From an optimization exercise on the open Yosys and OpenROAD flow, aimed at small area and a short achievable clock period; shortcuts taken in it are not production practice.
Function was not checked in any run shown here: the RTL went through the layout flow alone.

## flow/design.v (module list and top-level ports; edited modules follow where they fit)
// module sig_altmult_add: 1794 lines
module sig_altmult_add
(
	input signed [15:0] dataa, datab, datac, datad,
	input 		clock, aclr,
	output reg 	[32:0] result
);
  // ...
==> flow/flow/run.sh <==
#!/bin/bash
set -uo pipefail
here=$(pwd)
bash standard.sh "SYNTH_ARGS=-noabc" \
  "BUFFER_PORTS_ARGS=-buffer_cell sky130_fd_sc_hd__buf_1" \
  "POST_FLOORPLAN_TCL=$here/flow/upsize.tcl" finish > run_make.log 2>&1
status=$?
tail -20 run_make.log
exit $status
==> flow/flow/upsize.tcl <==
foreach inst [get_cells -quiet {a_r* c_r* m0_* m1_*}] {
  if {[get_property [get_lib_cells -of_objects $inst] name] == "sky130_fd_sc_hd__dfxtp_1"} {
    replace_cell $inst sky130_fd_sc_hd__dfxtp_4
  }
}
==> flow/standard.sh <==
#!/bin/bash
# synth_recipe.tcl (not shown) runs the flow's synth.tcl, then flattens the netlist and writes it again
# the make line also repeats each setting of config.mk as NAME=value (left out here)
make -C /OpenROAD-flow-scripts/flow DESIGN_CONFIG=/design/flow/config.mk WORK_HOME=/design/flow/orfs CLKGATE_MAP_FILE= SYNTH_SCRIPT=/design/flow/synth_recipe.tcl "${@:-finish}"
==> flow/config.mk <==
export PLATFORM = sky130hd
export DESIGN_NAME = sig_altmult_add
export DESIGN_NICKNAME = sig_altmult_add
export VERILOG_FILES = /design/flow/design.v
export SDC_FILE = /design/flow/constraint.sdc
export NUM_CORES = 4
export LEC_CHECK = 0
export CAP_MARGIN = 20
export CORE_MARGIN = 2
export CORE_UTILIZATION = 40
export CTS_BUF_LIST = sky130_fd_sc_hd__clkbuf_16
export CTS_CLUSTER_DIAMETER = 100
export CTS_CLUSTER_SIZE = 28
export SETUP_SLACK_MARGIN = 3.95
export SLEW_MARGIN = 20
==> flow/constraint.sdc <==
create_clock -name core_clock -period 7.0 [get_ports {clock}]
set_input_delay 1.4000 -clock core_clock [delete_from_list [all_inputs] [get_ports {clock}]]
set_output_delay 1.4000 -clock core_clock [all_outputs]
set_load 0.01 [all_outputs]
==> summary.txt, run 1 <==
Outcome
  • Result of the run: no timing/DRC/antenna violations

Clock network
  • Number of sinks handled by clock tree synthesis: 202

Synth
  • Seq/Total Area, Yosys: 24.7%
  • Dominant register cell in the synthesized netlist: sky130_fd_sc_hd__dfxtp_1
  • Mapped Avg Cell Area: 10.5 um^2
  • Synthesized instance count: 1,565
  • Compound-Gate Fraction of Synth Area: 14.8%
  • #FFs+latches synth: 202
  • Combinational family with the most area after synthesis: adder cells

Finish
  • Flip-flop count of the largest register after layout: 86
  • Top library cells by usage in the layout, fill and taps aside: 309 x sky130_fd_sc_hd__xnor2_1, 240 x sky130_fd_sc_hd__a22oi_1, 204 x sky130_fd_sc_hd__fa_1, 116 x sky130_fd_sc_hd__dfxtp_1, 98 x sky130_fd_sc_hd__buf_1
  • Filler cell count in the final layout: 3,816
  • Final Net Count: 1,866
  • Plain + repair buffers: 105

Worst setup path
  • Highest net fanout along the worst path: 17
  • Critical-path cell list: o21ai_0 -> xor2_1 -> fa_1 -> fa_1 -> fa_1 -> fa_1
  • Crit. Startpoint: m1_one_r[0]$_DFF_P_

Route
  • Number of antenna-violating nets in the routed design: 0
  • Post-detailed-route DRC marker count: 0
  • Avg Vias per Cell: 5.58

Worst hold path
  • Kind of path behind the tightest hold check: reg -> reg

Global route
  • Overall track demand over capacity in global routing: 20.9%
  • Met3 usage: 3.53%

Die
  • Die height: 207 um
  • Num tapcells: 532

Placement
  • Detailed placement HPWL: 32.7 mm

Timing
  • Max Transition Viols Final: 0
==> inputs of run 2 (changes only) <==
--- a/flow/design.v
+++ b/flow/design.v
@@ -3,17 +3,17 @@
 	input signed [15:0] dataa, datab, datac, datad,
 	input 		clock, aclr,
 	output reg 	[32:0] result
 );
   reg [15:0] a_r, c_r;
   reg [7:0] m0_one_r, m0_two_r, m0_neg_r, m1_one_r, m1_two_r, m1_neg_r;
   reg [85:0] t_r;
   reg [32:0] s_r;
-  reg v1, v2, v3;
+  reg v1, v2;
   wire [7:0] one0, two0, neg0;
   wire [7:0] one1, two1, neg1;
   wire m0_pp0_0;
   wire m0_pp0_1;
   wire m0_pp0_2;
   wire m0_pp0_3;
   wire m0_pp0_4;
   wire m0_pp0_5;
@@ -1434,136 +1434,136 @@
   assign s291 = m0_pp7_15 ^ m1_pp7_15 ^ c176;
   assign c292 = (m0_pp7_15 & m1_pp7_15) | (m0_pp7_15 & c176) | (m1_pp7_15 & c176);
   assign s293 = s3 ^ s5 ^ c180;
   assign c294 = (s3 & s5) | (s3 & c180) | (s5 & c180);
   assign s295 = s11 ^ s9 ^ c182;
   assign c296 = (s11 & s9) | (s11 & c182) | (s9 & c182);
   assign s297 = s15 ^ c184 ^ s185;
   assign c298 = (s15 & c184) | (s15 & s185) | (c184 & s185);
-  assign s299 = s187 ^ c186 ^ s189;
-  assign c300 = (s187 & c186) | (s187 & s189) | (c186 & s189);
-  assign s301 = s25 ^ c188 ^ s191;
-  assign c302 = (s25 & c188) | (s25 & s191) | (c188 & s191);
+  assign s299 = c186 ^ s187 ^ s189;
+  assign c300 = (c186 & s187) | (c186 & s189) | (s187 & s189);
+  assign s301 = s25 ^ c188 ^ c190;
+  assign c302 = (s25 & c188) | (s25 & c190) | (c188 & c190);
   assign s303 = c192 ^ c194 ^ s195;
   assign c304 = (c192 & c194) | (c192 & s195) | (c194 & s195);
-  assign s305 = s37 ^ s39 ^ s199;
-  assign c306 = (s37 & s39) | (s37 & s199) | (s39 & s199);
-  assign s307 = c196 ^ c198 ^ s201;
-  assign c308 = (c196 & c198) | (c196 & s201) | (c198 & s201);
-  assign s309 = c200 ^ s203 ^ c202;
-  assign c310 = (c200 & s203) | (c200 & c202) | (s203 & c202);
+  assign s305 = s37 ^ s39 ^ c196;
+  assign c306 = (s37 & s39) | (s37 & c196) | (s39 & c196);
+  assign s307 = c198 ^ s199 ^ s201;
+  assign c308 = (c198 & s199) | (c198 & s201) | (s199 & s201);
+  assign s309 = c200 ^ c202 ^ s203;
+  assign c310 = (c200 & c202) | (c200 & s203) | (c202 & s203);
   assign s311 = s53 ^ s55 ^ c204;
   assign c312 = (s53 & s55) | (s53 & c204) | (s55 & c204);
-  assign s313 = s209 ^ c206 ^ c208;
-  assign c314 = (s209 & c206) | (s209 & c208) | (c206 & c208);
-  assign s315 = s65 ^ c210 ^ s213;
-  assign c316 = (s65 & c210) | (s65 & s213) | (c210 & s213);
-  assign s317 = c212 ^ s215 ^ s217;
-  assign c318 = (c212 & s215) | (c212 & s217) | (s215 & s217);
+  assign s313 = c206 ^ c208 ^ s209;
+  assign c314 = (c206 & c208) | (c206 & s209) | (c208 & s209);
+  assign s315 = s65 ^ c210 ^ c212;
+  assign c316 = (s65 & c210) | (s65 & c212) | (c210 & c212);
+  assign s317 = s213 ^ s215 ^ s217;
+  assign c318 = (s213 & s215) | (s213 & s217) | (s215 & s217);
   assign s319 = s71 ^ s73 ^ c214;
   assign c320 = (s71 & s73) | (s71 & c214) | (s73 & c214);
-  assign s321 = s219 ^ s221 ^ c216;
-  assign c322 = (s219 & s221) | (s219 & c216) | (s221 & c216);
+  assign s321 = c216 ^ c218 ^ s219;
+  assign c322 = (c216 & c218) | (c216 & s219) | (c218 & s219);
   assign s323 = s85 ^ c220 ^ c222;
   assign c324 = (s85 & c220) | (s85 & c222) | (c220 & c222);
-  assign s325 = s225 ^ c224 ^ s227;
-  assign c326 = (s225 & c224) | (s225 & s227) | (c224 & s227);
-  assign s327 = c226 ^ s231 ^ s233;
-  assign c328 = (c226 & s231) | (c226 & s233) | (s231 & s233);
-  assign s329 = c228 ^ c230 ^ s235;
-  assign c330 = (c228 & c230) | (c228 & s235) | (c230 & s235);
+  assign s325 = c224 ^ s225 ^ s227;
+  assign c326 = (c224 & s225) | (c224 & s227) | (s225 & s227);
+  assign s327 = c226 ^ c228 ^ c230;
+  assign c328 = (c226 & c228) | (c226 & c230) | (c228 & c230);
+  assign s329 = s231 ^ s233 ^ s235;
+  assign c330 = (s231 & s233) | (s231 & s235) | (s233 & s235);
   assign s331 = s97 ^ s99 ^ c232;
   assign c332 = (s97 & s99) | (s97 & c232) | (s99 & c232);
-  assign s333 = c234 ^ s239 ^ s241;
-  assign c334 = (c234 & s239) | (c234 & s241) | (s239 & s241);
-  assign s335 = c236 ^ c238 ^ s243;
-  assign c336 = (c236 & c238) | (c236 & s243) | (c238 & s243);
+  assign s333 = c234 ^ c236 ^ c238;
+  assign c334 = (c234 & c236) | (c234 & c238) | (c236 & c238);
+  assign s335 = s239 ^ s241 ^ s243;
+  assign c336 = (s239 & s241) | (s239 & s243) | (s241 & s243);
   assign s337 = s115 ^ c240 ^ c242;
   assign c338 = (s115 & c240) | (s115 & c242) | (c240 & c242);
-  assign s339 = s245 ^ c244 ^ s247;
-  assign c340 = (s245 & c244) | (s245 & s247) | (c244 & s247);
-  assign s341 = s125 ^ c246 ^ s251;
-  assign c342 = (s125 & c246) | (s125 & s251) | (c246 & s251);
-  assign s343 = c248 ^ c250 ^ s253;
-  assign c344 = (c248 & c250) | (c248 & s253) | (c250 & s253);
-  assign s345 = c252 ^ s257 ^ c254;
-  assign c346 = (c252 & s257) | (c252 & c254) | (s257 & c254);
-  assign s347 = c256 ^ s259 ^ s261;
-  assign c348 = (c256 & s259) | (c256 & s261) | (s259 & s261);
-  assign s349 = c258 ^ s263 ^ c260;
-  assign c350 = (c258 & s263) | (c258 & c260) | (s263 & c260);
-  assign s351 = c262 ^ s265 ^ s267;
-  assign c352 = (c262 & s265) | (c262 & s267) | (s265 & s267);
+  assign s339 = c244 ^ s245 ^ s247;
+  assign c340 = (c244 & s245) | (c244 & s247) | (s245 & s247);
+  assign s341 = s125 ^ c246 ^ c248;
+  assign c342 = (s125 & c246) | (s125 & c248) | (c246 & c248);
+  assign s343 = c250 ^ s251 ^ s253;
+  assign c344 = (c250 & s251) | (c250 & s253) | (s251 & s253);
+  assign s345 = c252 ^ c254 ^ c256;
+  assign c346 = (c252 & c254) | (c252 & c256) | (c254 & c256);
+  assign s347 = s257 ^ s259 ^ s261;
+  assign c348 = (s257 & s259) | (s257 & s261) | (s259 & s261);
+  assign s349 = c258 ^ c260 ^ c262;
+  assign c350 = (c258 & c260) | (c258 & c262) | (c260 & c262);
+  assign s351 = s263 ^ s265 ^ s267;
+  assign c352 = (s263 & s265) | (s263 & s267) | (s265 & s267);
   assign s353 = s145 ^ s147 ^ c264;
   assign c354 = (s145 & s147) | (s145 & c264) | (s147 & c264);
-  assign s355 = s269 ^ c266 ^ c268;
-  assign c356 = (s269 & c266) | (s269 & c268) | (c266 & c268);
+  assign s355 = c266 ^ c268 ^ s269;
+  assign c356 = (c266 & c268) | (c266 & s269) | (c268 & s269);
   assign s357 = s151 ^ s153 ^ c270;
   assign c358 = (s151 & s153) | (s151 & c270) | (s153 & c270);
-  assign s359 = s273 ^ c272 ^ s275;
-  assign c360 = (s273 & c272) | (s273 & s275) | (c272 & s275);
-  assign s361 = s157 ^ c274 ^ s277;
-  assign c362 = (s157 & c274) | (s157 & s277) | (c274 & s277);
+  assign s359 = c272 ^ s273 ^ s275;
+  assign c360 = (c272 & s273) | (c272 & s275) | (s273 & s275);
+  assign s361 = s157 ^ c274 ^ c276;
+  assign c362 = (s157 & c274) | (s157 & c276) | (c274 & c276);
   assign s363 = s161 ^ s163 ^ c278;
   assign c364 = (s161 & s163) | (s161 & c278) | (s163 & c278);
-  assign s365 = s165 ^ s167 ^ s283;
-  assign c366 = (s165 & s167) | (s165 & s283) | (s167 & s283);
+  assign s365 = s165 ^ s167 ^ c282;
+  assign c366 = (s165 & s167) | (s165 & c282) | (s167 & c282);
   assign s367 = s169 ^ s171 ^ c284;
   assign c368 = (s169 & s171) | (s169 & c284) | (s171 & c284);
   assign s369 = s173 ^ c286 ^ s287;
   assign c370 = (s173 & c286) | (s173 & s287) | (c286 & s287);
   assign s371 = s175 ^ c288 ^ s289;
   assign c372 = (s175 & c288) | (s175 & s289) | (c288 & s289);
   assign s373 = s7 ^ s181 ^ c294;
   assign c374 = (s7 & s181) | (s7 & c294) | (s181 & c294);
-  assign s375 = c190 ^ s193 ^ c300;
-  assign c376 = (c190 & s193) | (c190 & c300) | (s193 & c300);
+  assign s375 = s191 ^ s193 ^ c300;
+  assign c376 = (s191 & s193) | (s191 & c300) | (s193 & c300);
   assign s377 = s197 ^ c302 ^ s303;
   assign c378 = (s197 & c302) | (s197 & s303) | (c302 & s303);
   assign s379 = c304 ^ s305 ^ s307;
   assign c380 = (c304 & s305) | (c304 & s307) | (s305 & s307);
   assign s381 = s205 ^ s207 ^ c306;
   assign c382 = (s205 & s207) | (s205 & c306) | (s207 & c306);
-  assign s383 = s211 ^ s311 ^ c310;
-  assign c384 = (s211 & s311) | (s211 & c310) | (s311 & c310);
+  assign s383 = s211 ^ c310 ^ s311;
+  assign c384 = (s211 & c310) | (s211 & s311) | (c310 & s311);
   assign s385 = c312 ^ c314 ^ s315;
   assign c386 = (c312 & c314) | (c312 & s315) | (c314 & s315);
-  assign s387 = c218 ^ s223 ^ s319;
-  assign c388 = (c218 & s223) | (c218 & s319) | (s223 & s319);
-  assign s389 = c316 ^ c318 ^ s321;
-  assign c390 = (c316 & c318) | (c316 & s321) | (c318 & s321);
-  assign s391 = s229 ^ c320 ^ s323;
-  assign c392 = (s229 & c320) | (s229 & s323) | (c320 & s323);
+  assign s387 = s221 ^ s223 ^ c316;
+  assign c388 = (s221 & s223) | (s221 & c316) | (s223 & c316);
+  assign s389 = c318 ^ s319 ^ s321;
+  assign c390 = (c318 & s319) | (c318 & s321) | (s319 & s321);
+  assign s391 = s229 ^ c320 ^ c322;
+  assign c392 = (s229 & c320) | (s229 & c322) | (c320 & c322);
   assign s393 = s237 ^ c324 ^ c326;
   assign c394 = (s237 & c324) | (s237 & c326) | (c324 & c326);
-  assign s395 = s331 ^ c328 ^ c330;
-  assign c396 = (s331 & c328) | (s331 & c330) | (c328 & c330);
-  assign s397 = s249 ^ c332 ^ s337;
-  assign c398 = (s249 & c332) | (s249 & s337) | (c332 & s337);
-  assign s399 = c334 ^ c336 ^ s339;
-  assign c400 = (c334 & c336) | (c334 & s339) | (c336 & s339);
+  assign s395 = c328 ^ c330 ^ s331;
+  assign c396 = (c328 & c330) | (c328 & s331) | (c330 & s331);
+  assign s397 = s249 ^ c332 ^ c334;
+  assign c398 = (s249 & c332) | (s249 & c334) | (c332 & c334);
+  assign s399 = c336 ^ s337 ^ s339;
+  assign c400 = (c336 & s337) | (c336 & s339) | (s337 & s339);
   assign s401 = s255 ^ c338 ^ c340;
   assign c402 = (s255 & c338) | (s255 & c340) | (c338 & c340);
   assign s403 = c342 ^ c344 ^ s345;
   assign c404 = (c342 & c344) | (c342 & s345) | (c344 & s345);
   assign s405 = c346 ^ c348 ^ s349;
   assign c406 = (c346 & c348) | (c346 & s349) | (c348 & s349);
-  assign s407 = s271 ^ s353 ^ c350;
-  assign c408 = (s271 & s353) | (s271 & c350) | (s353 & c350);
-  assign s409 = c354 ^ s357 ^ c356;
-  assign c410 = (c354 & s357) | (c354 & c356) | (s357 & c356);
-  assign s411 = c276 ^ s279 ^ c358;
-  assign c412 = (c276 & s279) | (c276 & c358) | (s279 & c358);
-  assign s413 = c280 ^ s281 ^ s363;
-  assign c414 = (c280 & s281) | (c280 & s363) | (s281 & s363);
-  assign s415 = c282 ^ c364 ^ s365;
-  assign c416 = (c282 & c364) | (c282 & s365) | (c364 & s365);
-  assign s417 = s285 ^ s367 ^ c366;
-  assign c418 = (s285 & s367) | (s285 & c366) | (s367 & c366);
+  assign s407 = s271 ^ c350 ^ c352;
+  assign c408 = (s271 & c350) | (s271 & c352) | (c350 & c352);
+  assign s409 = c354 ^ c356 ^ s357;
+  assign c410 = (c354 & c356) | (c354 & s357) | (c356 & s357);
+  assign s411 = s277 ^ s279 ^ c358;
+  assign c412 = (s277 & s279) | (s277 & c358) | (s279 & c358);
+  assign s413 = c280 ^ s281 ^ c362;
+  assign c414 = (c280 & s281) | (c280 & c362) | (s281 & c362);
+  assign s415 = s283 ^ c364 ^ s365;
+  assign c416 = (s283 & c364) | (s283 & s365) | (c364 & s365);
+  assign s417 = s285 ^ c366 ^ s367;
+  assign c418 = (s285 & c366) | (s285 & s367) | (c366 & s367);
   assign s419 = c290 ^ s291 ^ c372;
   assign c420 = (c290 & s291) | (c290 & c372) | (s291 & c372);
   assign s421 = t_r[31] ^ t_r[32];
   assign c422 = t_r[31] & t_r[32];
   assign s423 = t_r[36] ^ t_r[37];
   assign c424 = t_r[36] & t_r[37];
   assign s425 = t_r[40] ^ t_r[41];
   assign c426 = t_r[40] & t_r[41];
@@ -1706,32 +1706,32 @@
     t_r[12] <= s301;
     t_r[13] <= s375;
     t_r[14] <= c376;
     t_r[15] <= s377;
     t_r[16] <= c378;
     t_r[17] <= s379;
     t_r[18] <= c308;
     t_r[19] <= s309;
-    t_r[20] <= s381;
-    t_r[21] <= c380;
+    t_r[20] <= c380;
+    t_r[21] <= s381;
     t_r[22] <= s313;
     t_r[23] <= c382;
     t_r[24] <= s383;
     t_r[25] <= s317;
     t_r[26] <= c384;
     t_r[27] <= s385;
     t_r[28] <= c386;
     t_r[29] <= s387;
     t_r[30] <= s389;
-    t_r[31] <= c322;
+    t_r[31] <= s323;
     t_r[32] <= s325;
     t_r[33] <= c388;
-    t_r[34] <= s391;
-    t_r[35] <= c390;
+    t_r[34] <= c390;
+    t_r[35] <= s391;
     t_r[36] <= s327;
     t_r[37] <= s329;
     t_r[38] <= c392;
     t_r[39] <= s393;
     t_r[40] <= s333;
     t_r[41] <= s335;
     t_r[42] <= c394;
     t_r[43] <= s395;
@@ -1744,51 +1744,50 @@
     t_r[50] <= c400;
     t_r[51] <= s401;
     t_r[52] <= s347;
     t_r[53] <= c402;
     t_r[54] <= s403;
     t_r[55] <= s351;
     t_r[56] <= c404;
     t_r[57] <= s405;
-    t_r[58] <= c352;
+    t_r[58] <= s353;
     t_r[59] <= s355;
     t_r[60] <= c406;
     t_r[61] <= s407;
     t_r[62] <= s359;
     t_r[63] <= c408;
     t_r[64] <= s409;
     t_r[65] <= c360;
     t_r[66] <= s361;
     t_r[67] <= c410;
     t_r[68] <= s411;
-    t_r[69] <= c362;
+    t_r[69] <= s363;
     t_r[70] <= c412;
     t_r[71] <= s413;
     t_r[72] <= c414;
     t_r[73] <= s415;
     t_r[74] <= c416;
     t_r[75] <= s417;
     t_r[76] <= c368;
     t_r[77] <= s369;
     t_r[78] <= c418;
     t_r[79] <= c370;
     t_r[80] <= s371;
     t_r[81] <= s419;
     t_r[82] <= s177;
     t_r[83] <= c292;
     t_r[84] <= c420;
     t_r[85] <= c178;
-    s_r <= sum;
   end
   always @(posedge clock or posedge aclr) begin
     if (aclr) begin
       v1 <= 1'b0;
       v2 <= 1'b0;
-      v3 <= 1'b0;
+      s_r <= {33{1'b0}};
     end else begin
       v1 <= 1'b1;
       v2 <= v1;
-      v3 <= v2;
+      s_r <= v2 ? sum : {33{1'b0}};
     end
   end
-  always @* result = s_r & {33{v3}};
+  always @* result = s_r;
 endmodule
==> run 2 against run 1 <==
First-iteration DRC count down 2.1%; cell count up 0.19%; via count up 0.88%; hold slack better by 5.4 ps; count of clock-buffer cells in the layout unchanged; global-route usage down 0.084 points; non-clock buffer count up 5; cell area up 0.90%; synthesized cell count up 0.38%; register-to-register slack about the same; critical endpoint unchanged; largest cell class unchanged.
==> summary.txt, run 2 <==
Route
  • Avg Vias per Cell: 5.62 (was 5.58)
  • Routed wire length: 45.2 mm (was 44.1 mm)
  • Post-detailed-route DRC marker count: 0 (unchanged)
  • Violation count after the first detailed-route iteration: 1,284 (was 1,311)
  • Number of antenna-violating nets in the routed design: 0 (unchanged)
  • Total via count in the routed design: 11,700 (was 11,600)
  • DRT Pass-1 Iters: 5 (was 6)
  • Final routed wire length divided by cell count: 21.8 um (was 21.3 um)

Timing
  • Portion of the clock cycle consumed by the worst path in the final layout: 42.7% (was 42.8%)
  • Normalized max-slew margin: 51.1% (was 65.1%)
  • Final-report hold violation count: 0 (unchanged)
  • Summed negative setup slack over all endpoints: 0 ps (unchanged)
  • Actual transition at the worst max-transition pin: 733 ps (was 524 ps)
  • Finish-stage setup viols: 0 (unchanged)
  • RSZ-0062 raised after global routing: true (unchanged)
  • Max Transition Viols Final: 0 (unchanged)
  • Post-Route Skew: 22.4 ps (was 23.9 ps)
  • Crit path time final: 2990 ps (about the same)
  • Peak Freq: 0.335 GHz (was 0.334 GHz)

Finish
  • Fraction of final layout cells with drive strength greater than 1: 9.77% (was 9.01%)
  • Top library cells by usage in the layout, fill and taps aside: 303 x sky130_fd_sc_hd__xnor2_1, 240 x sky130_fd_sc_hd__a22oi_1, 204 x sky130_fd_sc_hd__fa_1, 98 x sky130_fd_sc_hd__buf_1, 84 x sky130_fd_sc_hd__dfxtp_1 (was 309 x sky130_fd_sc_hd__xnor2_1, 240 x sky130_fd_sc_hd__a22oi_1, 204 x sky130_fd_sc_hd__fa_1, 116 x sky130_fd_sc_hd__dfxtp_1, 98 x sky130_fd_sc_hd__buf_1)
  • Most common cell after layout, fill and taps aside: sky130_fd_sc_hd__xnor2_1 (unchanged)
  • ANT cells: 0 (unchanged)
  • Final Net Count: 1,870 (was 1,866)
  • Final design area excluding fillers: 18,000 um^2 (was 17,800 um^2)
  • Area growth from synthesis to layout: 8.57% (was 8.64%)
  • Leading registers by flop count: t_r (86), s_r (33) (unchanged)
  • Flip-flop count of the largest register after layout: 86 (unchanged)
  • Register with the most flip-flops: t_r (unchanged)

Worst setup path
  • Sort of element at the end of the critical path: register (unchanged)
  • Reg-to-Reg Start: m0_one_r[1]$_DFF_P_ (was m1_one_r[0]$_DFF_P_)
  • Required time of the critical path: 7370 ps (was 7400 ps)
  • Highest net fanout along the worst path: 15 (was 17)
  • Cell seen most often among critical-path stages: sky130_fd_sc_hd__fa_1 (unchanged)
  • FF-to-FF path depth: 8 (was 6)
  • R2r endpoint: t_r[46]$_DFF_P_ (unchanged)
  • CP max-delay cell: sky130_fd_sc_hd__fa_1 (unchanged)
  • CP endpoint: t_r[46]$_DFF_P_ (unchanged)
  • Worst reg2reg setup slack: 4010 ps (about the same)
  • Stage delay of the slowest cell on the critical path: 520 ps (was 620 ps)
  • Arrival time worst endpoint: 3360 ps (was 3390 ps)
  • Startpoint types: register (unchanged)
  • Class of the most critical setup path: reg -> reg (unchanged)
  • Critical-path cell list: buf_4 -> a22oi_1 -> xor2_1 -> fa_1 -> inv_1 -> fa_1 -> fa_1 -> fa_1 (was o21ai_0 -> xor2_1 -> fa_1 -> fa_1 -> fa_1 -> fa_1)
  • Crit. Startpoint: m0_one_r[1]$_DFF_P_ (was m1_one_r[0]$_DFF_P_)

Global route
  • First-pass GRT wire length: 71.2 mm (was 69.0 mm)
  • Via count of the first global-routing pass: 11,800 (was 11,700)
  • GRT overflow: 0 (unchanged)
  • Overall track demand over capacity in global routing: 20.8% (was 20.9%)
  • Initial antenna violation count: 0 (unchanged)
  • Maximum number of pins on one net before global-route repair: 36 (was 34)

Clock network
  • Library cell used as clock root buffer: sky130_fd_sc_hd__clkbuf_16 (unchanged)
  • TritonCTS clock tree: yes (unchanged)
  • Number of buffers on the longest clock path: 3 (unchanged)
  • Clock insertion delay at the later pin of the skew report: 500 ps (was 510 ps)
  • Post-CTS clock slew at the launch and capture registers of the worst setup and hold paths: 100 ps (about the same)
  • Number of buffers created by CTS: 12 (was 13)
  • Number of sinks handled by clock tree synthesis: 201 (was 202)
  • CTS H-tree depth: 1 (unchanged)

Placement
  • Area post-placement: 17,300 um^2 (was 17,200 um^2)
  • Detailed placement HPWL: 33.6 mm (was 32.7 mm)
  • Gpl congestion: 0.910 (was 0.909)
  • Buffers on Ports: 98 (unchanged)

Synth
  • Top cell type's share of synthesized area: 24.7% (was 25.0%)
  • Synthesized netlist net count: 1,901 (was 1,895)
  • Total of warnings raised by yosys: 1 (unchanged)
  • Total standard cell area after synthesis: 16,600 um^2 (was 16,400 um^2)
  • Top cells by area in the synthesized netlist: sky130_fd_sc_hd__fa_1 25%, sky130_fd_sc_hd__dfxtp_1 20%, sky130_fd_sc_hd__xnor2_1 16% (was sky130_fd_sc_hd__fa_1 25%, sky130_fd_sc_hd__dfxtp_1 24%, sky130_fd_sc_hd__xnor2_1 16%)
  • Post-synth EDFFs: 0 (unchanged)
  • Most frequent cell after synthesis: sky130_fd_sc_hd__xnor2_1 (unchanged)
  • Mapped Avg Cell Area: 10.6 um^2 (was 10.5 um^2)
  • Most numerous cell types in the synthesized netlist: 304 x sky130_fd_sc_hd__xnor2_1, 240 x sky130_fd_sc_hd__a22oi_1, 205 x sky130_fd_sc_hd__fa_1 (was 309 x sky130_fd_sc_hd__xnor2_1, 240 x sky130_fd_sc_hd__a22oi_1, 205 x sky130_fd_sc_hd__fa_1)
  • Async SR Flop Fraction: 17.4% (was 1.49%)
  • Synthesized instance count: 1,571 (was 1,565)
  • Seq/Total Area, Yosys: 25.3% (was 24.7%)
  • Library cells used by synthesis: 54 (was 50)
  • Leading area contributor after synthesis: sky130_fd_sc_hd__fa_1 (unchanged)
  • Dominant register cell in the synthesized netlist: sky130_fd_sc_hd__dfxtp_1 (unchanged)
  • #FFs+latches synth: 201 (was 202)

Flow run
  • Maximum Capacitance Violations: 0 (unchanged)

Die
  • Area of the core: 40,900 um^2 (was 40,600 um^2)
  • Die Footprint: 43,100 um^2 (was 42,700 um^2)
  • Starting density of the core: 40.5% (was 40.4%)
  • Die height: 208 um (was 207 um)
  • Cell row count: 74 (unchanged)
  • Number of I/O pins: 99 (unchanged)
  • Die Width: 208 um (was 207 um)

Outcome
  • Result of the run: no timing/DRC/antenna violations (unchanged)

Worst hold path
  • Kind of path behind the tightest hold check: reg -> reg (unchanged)
## run 2: cell count changes after synthesis, sizes merged, moves of 4 or more
cell    before  now
dfxtp      199  166
dfrtp        3   35
and2        36    8
a21o         2   15
nor2        21   34
nor3         1    9
a21oi       26   20
clkbuf     148  154
nand3       12    6
mux2i        0    5
xnor2      309  304
inv         53   49
## run 2: area by class of cell
type | instances | area [um^2]
inverter | 49 | 184
clock inverter | 7 | 68.8
multi-input combinational | 1166 | 11800
tap | 532 | 666
timing repair buffer | 110 | 458
sequential | 201 | 4500
fill | 3903 | 22900
clock buffer | 13 | 325
## run 2: logic make-up (layout without fill, tap and decap cells)
logic type               after synthesis  in the layout  synth area share, %
AO/OA/AOI/OAI                        355            355                 15.3
XOR/XNOR                             358            358                 19.0
adder cells (fa/ha/maj)              290            290                 30.8
buffers and inverters                204            179                 4.62
flip-flops                           201            201                 25.3
multiplexers                           5              5                0.302
other                                  1              1               0.0226
AND/OR/NAND/NOR                      157            157                 4.72
## run 2: worst min path at each step
stage,startpoint,cells after the start,end
after floorplan,v1$_DFF_PP0_,0,v2$_DFF_PP0_
after global placement,v1$_DFF_PP0_,0,v2$_DFF_PP0_
after detailed placement,v1$_DFF_PP0_,0,v2$_DFF_PP0_
after CTS,v1$_DFF_PP0_,0,v2$_DFF_PP0_
after global routing,v1$_DFF_PP0_,0,v2$_DFF_PP0_
final,v1$_DFF_PP0_,0,v2$_DFF_PP0_
## run 2: worst max-delay path: cells and delay by family (launching register included)
family | cells | cell delay (ps)
xor+xnor | 1 | 120
compound gates | 1 | 200
fa+ha+maj | 4 | 1810
buf+inv | 2 | 300
flops | 1 | 420
## run 2: layer usage
layer	part of all wire (%)	routed length, um	track usage, %	up-vias
met1	45	20200	29.8	5815
li1	-	-	-	5226
met4	2.2	992	4.87	0
met5	0	0	0	-
met2	44	19800	32.1	543
met3	9.3	4210	4.61	85
## run 2: per-stage QoR
stage	hold WS, ps	setup WS, ps	utilization [%]	instances
5_1_grt	400	3920	44.0	2078
6_report	365	4010	44.0	2078
3_5_place_dp	347	3690	42.4	2047
2_1_floorplan	331	3950	-	1571
4_1_cts	367	3880	43.5	2068
3_3_place_gp	333	3750	42.4	2047
## run 2: timing repair
item	CTS	global route
gates cloned	0	0
pin swaps	2	15
gates resized for setup	9	36
hold buffers	0	0
setup endpoints to repair	13	16
buffers inserted	1	10

==> port drivers added, routing unchanged <==
How much do the figures lean on ideal ports? The routed layouts below were timed once more, with nothing changed but the port constraints.
Step 1 (the two cells are an assumption about what drives the block):
set clk [get_ports {clock}]
set_driving_cell -lib_cell sky130_fd_sc_hd__clkbuf_16 $clk
set_driving_cell -lib_cell sky130_fd_sc_hd__buf_2 [delete_from_list [all_inputs] $clk]
Step 2, shift: input delay + t, output delay - t, t = (earliest + latest rising clock arrival at the registers) / 2. This alone moves slack from input paths to output paths.
Three values: ideal, step 1, step 2; two values: the first two.
run	t, ns	slack for setup (ns)	clock arrival spread, ns	worst slew at a driven data input, ns
run 1	0.546	4.007 / 4.007 / 4.007	0.026 / 0.025	0.05
run 2	0.541	4.013 / 4.013 / 4.013	0.022 / 0.022	0.05
After both steps every run listed still meets setup and hold.
